Source: an optimization exercise on an open RTL-to-GDS flow (aim: small area, a short achievable clock period and few clock cycles per item). Production flows keep margins and buffers that such runs may drop. Function was not checked in any run shown here: the RTL went through the layout flow alone. Power and IR drop assume default switching activity.

==> flow/design.v (outline; a module is shown in full before it is edited, if it fits) <==
// module mult32x32_arith: 2453 lines
// module mult32x32_xn: 6 lines
// module mult32x32_bsel: 6 lines
// module mult32x32_fa: 7 lines
// module mult32x32_ha: 7 lines
// module mult32x32_fsm: 8 lines
// module mult32x32: 20 lines
module mult32x32 (
    input logic clk,             
    input logic reset,           
    input logic start,           
    input logic [31:0] a,        
    input logic [31:0] b,        
    output logic busy,           
    output logic [63:0] product  
);
  // ...
==> flow/flow/run.sh <==
#!/bin/bash
# Standard ORFS layout, with a plain buffer on each port and a tighter
# setup target for repair_timing.
set -euo pipefail
export BUFFER_PORTS_ARGS="-buffer_cell sky130_fd_sc_hd__buf_2"
export SETUP_SLACK_MARGIN=5.5
bash standard.sh > standard.log 2>&1
==> flow/standard.sh <==
#!/bin/bash
# synth_recipe.tcl (not shown) runs the flow's synth.tcl, then flattens the netlist and writes it again
# the make line also repeats each setting of config.mk as NAME=value (left out here)
make -C /OpenROAD-flow-scripts/flow DESIGN_CONFIG=/design/flow/config.mk WORK_HOME=/design/flow/orfs CLKGATE_MAP_FILE= SYNTH_SCRIPT=/design/flow/synth_recipe.tcl "${@:-finish}"
==> flow/config.mk <==
export PLATFORM = sky130hd
export DESIGN_NAME = mult32x32
export DESIGN_NICKNAME = mult32x32
export VERILOG_FILES = /design/flow/design.v
export SDC_FILE = /design/flow/constraint.sdc
export NUM_CORES = 4
export LEC_CHECK = 0
export CAP_MARGIN = 20
export CORE_MARGIN = 2
export CORE_UTILIZATION = 40
export SLEW_MARGIN = 20
export SYNTH_HIERARCHICAL = 1
export SYNTH_MINIMUM_KEEP_SIZE = 0
==> flow/constraint.sdc <==
create_clock -name core_clock -period 12.0 [get_ports {clk}]
set_input_delay 2.4000 -clock core_clock [delete_from_list [all_inputs] [get_ports {clk}]]
set_output_delay 2.4000 -clock core_clock [all_outputs]
set_load 0.01 [all_outputs]
==> notes.md, run 1 <==
- The clock net in this run drives a total of roughly 130 sinks.
- Across every metal layer, demand over resource in global routing totals 29.26%.
- Setup repair after global routing could not meet its margin everywhere.
- The flip-flop count of the largest register, all copies and words added is 64.
- The worst setup path is captured at a flop.
- Tracing the worst setup path back leads to its startpoint at b[19].
- The most repeated library cell on the critical path is fa_1.
- On the critical path the largest part of the delay comes from adder cells.
- The starting utilization of the core area is 40.25%.
- In this run the horizontal extent of the chip is 263.3 um.
- The clock network takes up ~1.8% of total cell area after layout.
- The number of instances in the synthesized netlist is 2534.
- The portion of total power attributed to the clock network is 5.3%.
- In the final layout, the registers with the most flip-flops are arith.sum_q: 64 flops, arith.carry_q: 63 flops, arith.valid: 1 flops.
- Headroom to the max-slew limit came out at 32.30%.
- Input and output buffers added on the ports amount to 130.
- The run finished with no timing, DRC or antenna violations.
- The count of cells along the worst hold path is 2.
- In the finished layout, the clock tree contains a buffer count of 17.
- The remaining routing DRC violations is 0.
- The register ranked first by flip-flop count is arith.sum_q.
- In the final layout, the multi-input gates occupy 22920 sq um.
- The worst register-to-register path ends at arith.valid.
- The number of nets with antenna violations after detailed routing is 0.
- In this run the post-CTS setup repair buffer count came out at 13.
- Leaving out filler cells and counting taps, the final layout contains 3628.
- Data arrives at the worst endpoint at 6.67 ns.
- Setup violations remaining at the end of the flow were counted as 0.
- At the end of routability-driven placement, the weighted congestion stood at between 1 and 1.5.
==> run 2, diff against run 1 <==
--- a/flow/flow/run.sh
+++ b/flow/flow/run.sh
@@ -4,4 +4,4 @@
 set -euo pipefail
 export BUFFER_PORTS_ARGS="-buffer_cell sky130_fd_sc_hd__buf_2"
-export SETUP_SLACK_MARGIN=5.5
+export SETUP_SLACK_MARGIN=6.0
 bash standard.sh > standard.log 2>&1
==> notes.md, run 2 <==
- In this run the clock root is driven by a clkbuf_16.
- The total routing usage reported by global routing is 32.75% (+3.5 points).
- The post-synthesis net count is between 3k and 4k.
- After layout, the minimum clock period comes to 6.250 ns.
- The count of input and output buffers was 130 (unchanged).
- The number of standard cells in the final layout excluding fillers is 3836 (+5.7%).
- The maximum level of the CTS H-tree is 4.
- The worst clock skew on the final layout is 0 ns.
- The die span in x is 263.3 um (unchanged).
- The Yosys step of the flow raised 7 warnings.
- The clock tree from TritonCTS is built.
- The share of cell area taken by muxes after synthesis is 0.2233%.
- Cells with a size suffix above 1 make up 27.91% of the layout.
- The classification of the worst-slack hold path is flop to flop.
- The total leakage power is 13.14 nW.
- The largest family of logic cells by synthesized area is adder cells.
- The end-of-flow core utilization is a little over half.
- The synthesized-area fraction occupied by ao, oa, aoi and oai cells is 18.29%.
- The final layout net count is about 3.6k.
- The routing usage on met2 is 48.70%.
- Summing the areas of all and, or, nand and nor instances in the mapped netlist gives under 10% of the synthesized area.
- Setup repair after global routing could not meet its margin everywhere.
- The cell area that synthesis handed to floorplanning was 26890 sq um.
- After synthesis, the cell types taking the most area are fa_1 (35%), xnor2_1 (18%), edfxtp_1 (14%), o22ai_1 (12%), ha_1 (6.0%).
- Clock-pin slew was measured on the worst setup and hold paths at roughly 0.06 ns.
- The number of placed instances, taps included is ~3.5k.
- Total power for the finished layout comes to approximately 10 mW.
- The flip-flop count of the largest register, all copies and words added came to 64 (unchanged).
- The starting utilization of the core area is 40.25% (unchanged).
- The met1 track demand over resource is 43.52%.
- The average cell area after synthesis is about 11 sq um.
- The first detailed-routing pass took 6 iterations.
- The first global-routing pass estimated between 150000 and 200000 um of wire.
- The worst-margin pin slew is approximately 0.9 ns.
- The last weighted congestion value of the routability-driven placer was 0.9574 (-5.6%).
- The number of vias per cell is 6.547.
- The synthesized design devotes to its leading area cell type 34.92% of total area.
- The sequential element share of the synthesized area is 14.28%.
- The area of the core region is 66800 sq um.
- Along the worst path, the maximum fanout reaches 7.
- The number of instances in the synthesized netlist was 2534 (unchanged).
- The worst setup path is of the primary input to flop kind.
- The number of nets with antenna violations after detailed routing is 0 (unchanged).
- At the worst endpoint, the required time is 12.20 ns.
- The number of max-slew violations in the final report is 0.
- The cell type with the largest total area after synthesis is fa_1.
- The worst setup path is captured at a flop.
- In this run the power density over the cells is 290.4 nW/um^2.
- The I/O pin total is between 100 and 150.
- The xor/xnor share of the synthesized area is about 18%.
- The flow ran to the end and the layout has no timing, DRC or antenna violations.
- The sink count of the clock tree is 128 (unchanged).
- The floorplan has 95 rows.
- The number of hold-slack violations in the final timing report was 0.
- The leading cell type by number of instances after synthesis is xnor2_1.
- The library cell used most frequently in the layout, excluding fill and tap cells, is xnor2_1.
- Relative to the synthesized area, the layout overhead comes to 30.66%.
- The tool flagged a number of max-cap violations equal to 0.
- The number of inserted diodes is 0.
- After global routing the overflow that remains totals 0.
- Leaving out fill and tap cells, the most frequent cells in the layout are xnor2_1 (518), o22ai_1 (412), fa_1 (403).
- The busiest metal layer after global routing is met2.
- The final worst-path cycle share is 52.08%.
- Wires add up to 117500 um.
- The primary flip-flop cell chosen by synthesis mapping is edfxtp_1.
- The initial DRC count is 3010.
- The adder-cell share of the synthesized area is 40.97%.
- The total setup violations reported at the end of the flow was 0 (unchanged).
- The startpoint type of the worst setup path is a primary input.
- The number of synthesized register bits is roughly 130.
- The arrival time at the worst endpoint is 6.45 ns (-0.22 ns).
- The worst hold margin is 0.7869 ns.
- Detailed placement ended at an HPWL of 77760 um.
- The worst-case vdd ir drop is about 0.18 mV.
- In this run, CTS created clock tree buffers numbering 17.
- For the final routed database, the setup TNS stands at 0 ns.
- For this run, asynchronously set or reset flops after synthesis account for 0.7813%.
- The worst slew margin relative to its limit is 39.95% (+7.7 points).
- The initial antenna violation count was 2.
- The internal reg-to-reg setup slack is 11.00 ns.
- The largest registers in the layout are arith.sum_q: 64 flops, arith.carry_q: 63 flops, arith.valid: 1 flops.
- The register ranked first by flip-flop count is arith.sum_q.
- The number of flops mapped to enable cells by yosys is 127.
- The number of buffers on the longest clock path is 2.
- The maximum number of pins on one net before global-route repair is 69.
- The met3 track demand over resource in global routing is 9.232%.
- The area of the die is roughly 69000 sq um.
- The via count of the first global-routing pass is 25.17k.
- The die height is approximately 260 um.
- Synthesis instantiated 62 different standard cells from the library.
- The remaining routing DRC violations is 0 (unchanged).
- By count the netlist is led by xnor2_1 (541), o22ai_1 (529), fa_1 (469), ha_1 (130), edfxtp_1 (127).
- Across all layers, the routed design uses 25.11k vias.
- The later pin in the worst-skew pair is clocked with a latency of 0.47 ns.
- The average routed wire per standard cell is 30.63 um.
- Timing would allow up to around 0.16 GHz.
run 2: cell count changes in the layout (fill, tap and decap cells not counted), moves of 24 or more:
cell,previous run,this run
ha_4,1,25
o22ai_2,14,104
fa_2,0,66
buf_12,14,50
buf_4,50,198
o22ai_1,515,412
ha_1,129,85
fa_1,469,403
run 2: final timing paths:
check,from,end,cells past startpoint
min in group asynchronous,reset,arith.valid,2
max,b[17],arith.carry_q[36],13
min reg2reg,arith.valid,arith.valid,2
max reg2reg,arith.valid,arith.valid,2
min,arith.valid,arith.valid,2
max in group asynchronous,reset,arith.valid,2
run 2: critical path, cell delays in order:
cell and delay [ns]:
buf_12 0.10, buf_12 0.13, buf_12 0.14, nor2b_4 0.40, a21oi_4 0.12, buf_12 0.17, o22ai_4 0.12, fa_1 0.43
fa_1 0.57, fa_2 0.46, fa_2 0.37, fa_2 0.57, fa_1 0.44
run 2: kinds of logic after synthesis:
| logic type | count (synthesis) |
|---|---|
| AO/OA/AOI/OAI | 771 |
| buffers and inverters | 142 |
| adder cells (fa/ha/maj) | 599 |
| XOR/XNOR | 566 |
| flip-flops | 128 |
| AND/OR/NAND/NOR | 321 |
| other | 1 |
| multiplexers | 6 |
run 2: what timing repair did:
action / CTS / global route
pin swaps: 62 / 110
hold buffers: 0 / 0
cloned: 42 / 3
resized for setup: 252 / 203
buffers inserted: 134 / 86
endpoints found under the setup margin: 118 / 84
run 2: Yosys stat by module, one instance, submodules excluded, a selection:
module	area, sq um	flip-flops and latches	cells
mult32x32_ha	12.51	0	1
mult32x32_xn	8.758	0	1
mult32x32_arith	9181	128	981
mult32x32_fsm	18.77	0	3
mult32x32_bsel	6.256	0	1
mult32x32_fa	20.02	0	1
run 2: cell type report:
type                       instances  area [sq um]
multi-input combinational       2271         24830
timing repair buffer             412          4182
tap                              873          1092
sequential                       128          3839
clock buffer                      17         425.4
clock inverter                    15         181.4
fill                            5809         31670
timing repair inverter            14         100.1
inverter                         106         484.2
run 2: per-stage QoR:
step,area (sq um),worst slack (ns)
2_1_floorplan,27510,5.667
4_1_cts,33310,5.909
5_1_grt,35130,5.723
6_report,35130,5.750
3_5_place_dp,29390,4.331
3_3_place_gp,29390,4.415
run 2: layer usage:
layer | vias up | wire, um
met5 | - | 23
met4 | 4 | 7945
met3 | 465 | 15160
met2 | 2047 | 49800
met1 | 12420 | 44560
li1 | 10180 | -
run 2: report_power, final:
group          leakage, nW  switching, mW  total (mW)  internal (mW)
Sequential            1.25          0.178        1.33           1.16
Combinational         11.6           4.65        8.31           3.66
Clock                0.295          0.230       0.558          0.328
==> run 3, diff against run 2 <==
--- a/flow/flow/run.sh
+++ b/flow/flow/run.sh
@@ -4,4 +4,4 @@
 set -euo pipefail
 export BUFFER_PORTS_ARGS="-buffer_cell sky130_fd_sc_hd__buf_2"
-export SETUP_SLACK_MARGIN=6.0
+export SETUP_SLACK_MARGIN=5.75
 bash standard.sh > standard.log 2>&1
==> notes.md, run 3 <==
- The flow ran to the end and the layout has no timing, DRC or antenna violations.
- The number of buffers created by CTS is 17 (unchanged).
- The area of the multi-input gates is 23640 sq um (-4.8%).
- By area the synthesized netlist is led by fa_1 (35%), xnor2_1 (18%), edfxtp_1 (14%), o22ai_1 (12%), ha_1 (6.0%).
- The kind of critical path is primary input to flop.
- The clock latency at the later pin of the worst-skew pair is 0.46 ns (about the same).
- The HPWL after detailed placement is 79160 um (+1.8%).
- The final worst-path cycle share is 52.62% (+0.54 points).
- The number of buffers added to fix hold violations after cts is 0 (unchanged).
- The initial DRC count was 3091 (+2.7%).
- The worst slew margin relative to its limit is 41.41% (+1.5 points).
- The total power density per cell area is 303.4 nW/um^2 (+4.5%).
- The share of async-settable or async-resettable flops after synthesis is 0.7813% (unchanged).
- The count of different cell masters after synthesis is 62 (unchanged).
- The number of hold-slack violations in the final timing report is 0 (unchanged).
- The starting utilization of the core area came to 40.25% (unchanged).
- In this run the worst hold path is classified as flop to flop.
- Ranked by flip-flop count, first place goes to arith.sum_q.
- The final-layout setup total negative slack is 0 ns (unchanged).
- The flip-flop and latch area came to 3839 sq um (unchanged).
- The register clock-pin slew on the reported worst setup and hold paths is 0.06 ns (about the same).
- The primary flip-flop cell chosen by synthesis mapping is edfxtp_1.
- The number of max-slew violations in the final report is 0 (unchanged).
- The number of vias per cell was 6.475 (-1.1%).
- The total routing usage reported by global routing is 30.62% (-2.1 points).
- The number of nets with antenna violations after detailed routing is 0 (unchanged).
- The total of fill cells in the finished design is 6076 (+4.6%).
- The startpoint type of the worst setup path is a primary input.
- In this run the clock root is driven by a clkbuf_16.
- The number of buffers on the longest clock path is 2 (unchanged).
- The worst reg-to-reg path cell count came to 2 (unchanged).
- The arrival time at the worst endpoint was 6.51 ns (+0.06 ns).
- The leading cell type by number of instances after synthesis is xnor2_1.
- The worst-margin pin slew is 0.8788 ns (-0.02194 ns).
- The cell type with the largest total area after synthesis is fa_1.
- The switching power was 5.001 mW (-1.1%).
- The die span in x is 263.3 um (unchanged).
- The I/O pin total came to 132 (unchanged).
- The iteration count of the initial detailed-routing pass is 6 (unchanged).
- The maximum number of pins on one net before global-route repair was 62 (-10%).
- The number of flops mapped to enable cells by yosys came to 127 (unchanged).
- The setup slack after placement was 4.407 ns (+0.07600 ns).
- The internal portion of total power is 4.901 mW (-4.8%).
- The launching element of the worst setup path is b[15].
- The area of the core region is 66800 sq um (unchanged).
- The sequential element share of the synthesized area came to 14.28% (unchanged).
- The vias after detailed routing is 24.23k (-3.5%).
- The fraction of final layout cells sized beyond drive strength 1 came to 19.29% (-8.6 points).
- The slack of the critical path is 5.685 ns (-0.06517 ns).
- The number of instances in the synthesized netlist is 2534 (unchanged).
- The remaining routing DRC violations came to 0 (unchanged).
- The switching power as a share of total power is 50.51% (+0.96 points).
- The worst clock skew on the final layout was 0 ns (unchanged).
- After synthesis, the most frequently instantiated cells are xnor2_1 (541), o22ai_1 (529), fa_1 (469), ha_1 (130), edfxtp_1 (127).
- The worst setup path is captured at a flop.
- The count of yosys warnings during synthesis was 7 (unchanged).
- The initial antenna violation count was 5 (+3).
- The first-pass GRT wire length came to 157600 um (-6.1%).
- The worst reg2reg path startpoint is arith.valid.
- The final period demand of the worst path is 6.315 ns (+0.06517 ns).
- The portion of total power attributed to the clock network is 5.4% (about the same).
- The count of input and output buffers is 130 (unchanged).
- The top-area cell type share of the netlist area came to 34.92% (unchanged).
- Setup repair after global routing could not meet its margin everywhere.
- The number of placement rows was 95 (unchanged).
- The combinational cell fraction of total power is 81.4% (about the same).
- The flip-flop count of the largest register, all copies and words added was 64 (unchanged).
- The final layout net count came to 3520 (-2.7%).
- In the final layout, the registers with the most flip-flops are arith.sum_q: 64 flops, arith.carry_q: 63 flops, arith.valid: 1 flops.
- The average cell area after synthesis is 10.61 sq um (unchanged).
- The via count of the first global-routing pass was 24.06k (-4.4%).
- The clock tree from TritonCTS is built.
- The max-cap check violation count is 0 (unchanged).
- The post-synthesis net count came to 3200 (unchanged).
- The total wire length after detailed routing was 110500 um (-5.9%).
- The share of power burned in registers is 13.2% (about the same).
- The count of cells along the worst hold path is 2 (unchanged).
- The sink count of the clock tree came to 128 (unchanged).
- The total congestion overflow is 0 (unchanged).
- The maximum level of the CTS H-tree came to 4 (unchanged).
- The total leakage power was 12.11 nW (-7.8%).
- Compared with the post-synthesis result, the final layout area differs by 21.37%.
- The area of the die is 69310 sq um (unchanged).
- The die height came to 263.3 um (unchanged).
- The library cells used most frequently in the layout, excluding fill and tap cells, are xnor2_1 (540), o22ai_1 (473), fa_1 (441).
- The maximum clock frequency is 0.1584 GHz (-1.0%).
- The most common library cell in the layout ignoring fill and taps is xnor2_1.
- The total setup violations reported at the end of the flow is 0 (unchanged).
- The number of synthesized register bits was 128 (unchanged).
- The required time of the critical path is 12.19 ns (about the same).
- The post-synthesis cell area was 26890 sq um (unchanged).
- In this run the most critical hold path is launched from arith.valid.
- The worst-case vdd ir drop is 0.1735 mV (-2.6%).
- The average routed wire per standard cell is 29.53 um (-3.6%).
- The last weighted congestion value of the routability-driven placer is 0.9804 (+2.4%).
- The largest fanout on the critical path is 12 (+5).
-- run 3: through the flow --
step	util, %	instances	cell area (sq um)	power, mW	hold slack [ns]
floorplan	-	2534	27380	6.185	0.8460
global placement	43.76	3535	29230	8.743	0.7757
detailed placement	43.76	3535	29230	8.931	0.8004
CTS	46.80	3653	31260	9.638	0.8121
global route	48.85	3740	32630	10.78	0.8459
finish	48.86	3742	32640	9.901	0.8110
-- run 3: critical path: stages --
cell and delay (ns):
clkbuf_4 0.19, buf_12 0.18, ha_2 0.39, clkinvlp_4 0.27
buf_4 0.23, o22ai_1 0.41, ha_1 0.41, fa_1 0.46
fa_1 0.52, fa_1 0.58, fa_1 0.43
-- run 3: per-layer routing --
layer	routed length (um)	vias to the layer above	global-route usage (%)
met3	13540	415	8.727
met1	42090	12030	40.30
met4	6927	4	14.92
met5	27	-	0
met2	47930	1794	46.40
li1	-	9989	-
-- run 3: power by group through the flow --
| stage | Combinational [mW] | Sequential [mW] | Clock (mW) |
|---|---|---|---|
| CTS | 7.80 | 1.30 | 0.537 |
| finish | 8.06 | 1.31 | 0.531 |
| floorplan | 4.99 | 1.20 | 0 |
| global route | 8.91 | 1.32 | 0.554 |
| detailed placement | 7.63 | 1.30 | 0 |
| global placement | 7.44 | 1.30 | 0 |
-- run 3: cells by family (layout without fill, tap and decap cells) --
| family | Yosys count | in the layout | synth area share, % |
|---|---|---|---|
| AO/OA/AOI/OAI | 771 | 780 | 18.29 |
| multiplexers | 6 | 6 | 0.2234 |
| buffers and inverters | 142 | 466 | 2.033 |
| flip-flops | 128 | 128 | 14.28 |
| AND/OR/NAND/NOR | 321 | 321 | 5.761 |
| other | 1 | 3 | 0.01395 |
| XOR/XNOR | 566 | 566 | 18.44 |
| adder cells (fa/ha/maj) | 599 | 599 | 40.97 |
-- run 3: final cells by class --
class,instances,area share (%)
multi-input combinational,2273,72.44
tap,873,3.347
timing repair inverter,15,0.3374
timing repair buffer,313,8.829
inverter,106,1.472
clock inverter,15,0.4907
antenna,2,0.01534
sequential,128,11.76
clock buffer,17,1.303
-- run 3: final timing paths --
| check | slack (ns) | to |
|---|---|---|
| worst min-delay path | 0.81 | arith.valid |
| worst max register to register | 10.98 | arith.valid |
| worst min register to register | 0.81 | arith.valid |
| max in group asynchronous | 10.14 | arith.valid |
| min in group asynchronous | 1.76 | arith.valid |
| worst max-delay path | 5.69 | arith.carry_q[23] |
-- run 3: per-module statistics from Yosys (local to each module, per instance), a selection --
module / flops+latches / copies in the design
mult32x32_bsel: 0 / 528
mult32x32_fa: 0 / 469
mult32x32_ha: 0 / 41
mult32x32_fsm: 0 / 1
mult32x32_xn: 0 / 512
mult32x32_arith: 128 / 1
-- run 3: timing repair --
| item | in CTS | in global routing |
|---|---|---|
| pin swaps | 11 | 27 |
| endpoints found under the setup margin | 88 | 74 |
| gates cloned | 25 | 16 |
| setup buffers | 61 | 71 |
| resized for setup | 119 | 94 |

## separate check: timing with driven ports
Ports are ideal in the flow. The routed layouts listed here were re-timed in OpenROAD. Step 1: set_driving_cell puts a clkbuf_16 on clk and a buf_2 on each other input, an assumption about the parent block. Step 2 moves the port delays by t, midway between the first and last clock arrival at a register: inputs arrive t later, outputs are due t later. That takes back most of the time a late clock gives input paths. a / b / c = ideal / step 1 / step 2; a / b = the first two.
run	t (ns)	setup slack, ns	clock arrival spread, ns	worst register clock-pin slew, ns	worst slew at a driven data input, ns
run 1	0.514	5.516 / 5.560 / 5.046	0.014 / 0.014	0.07 / 0.07	0.11
run 2	0.532	5.750 / 5.763 / 5.231	0.010 / 0.011	0.07 / 0.07	0.18
run 3	0.516	5.685 / 5.701 / 5.185	0.010 / 0.010	0.07 / 0.07	0.20
After both steps every run listed still meets setup and hold. For run 2, which loses most, drivers alone change the setup slack by +0.013 ns; drivers and shift together by -0.519 ns.
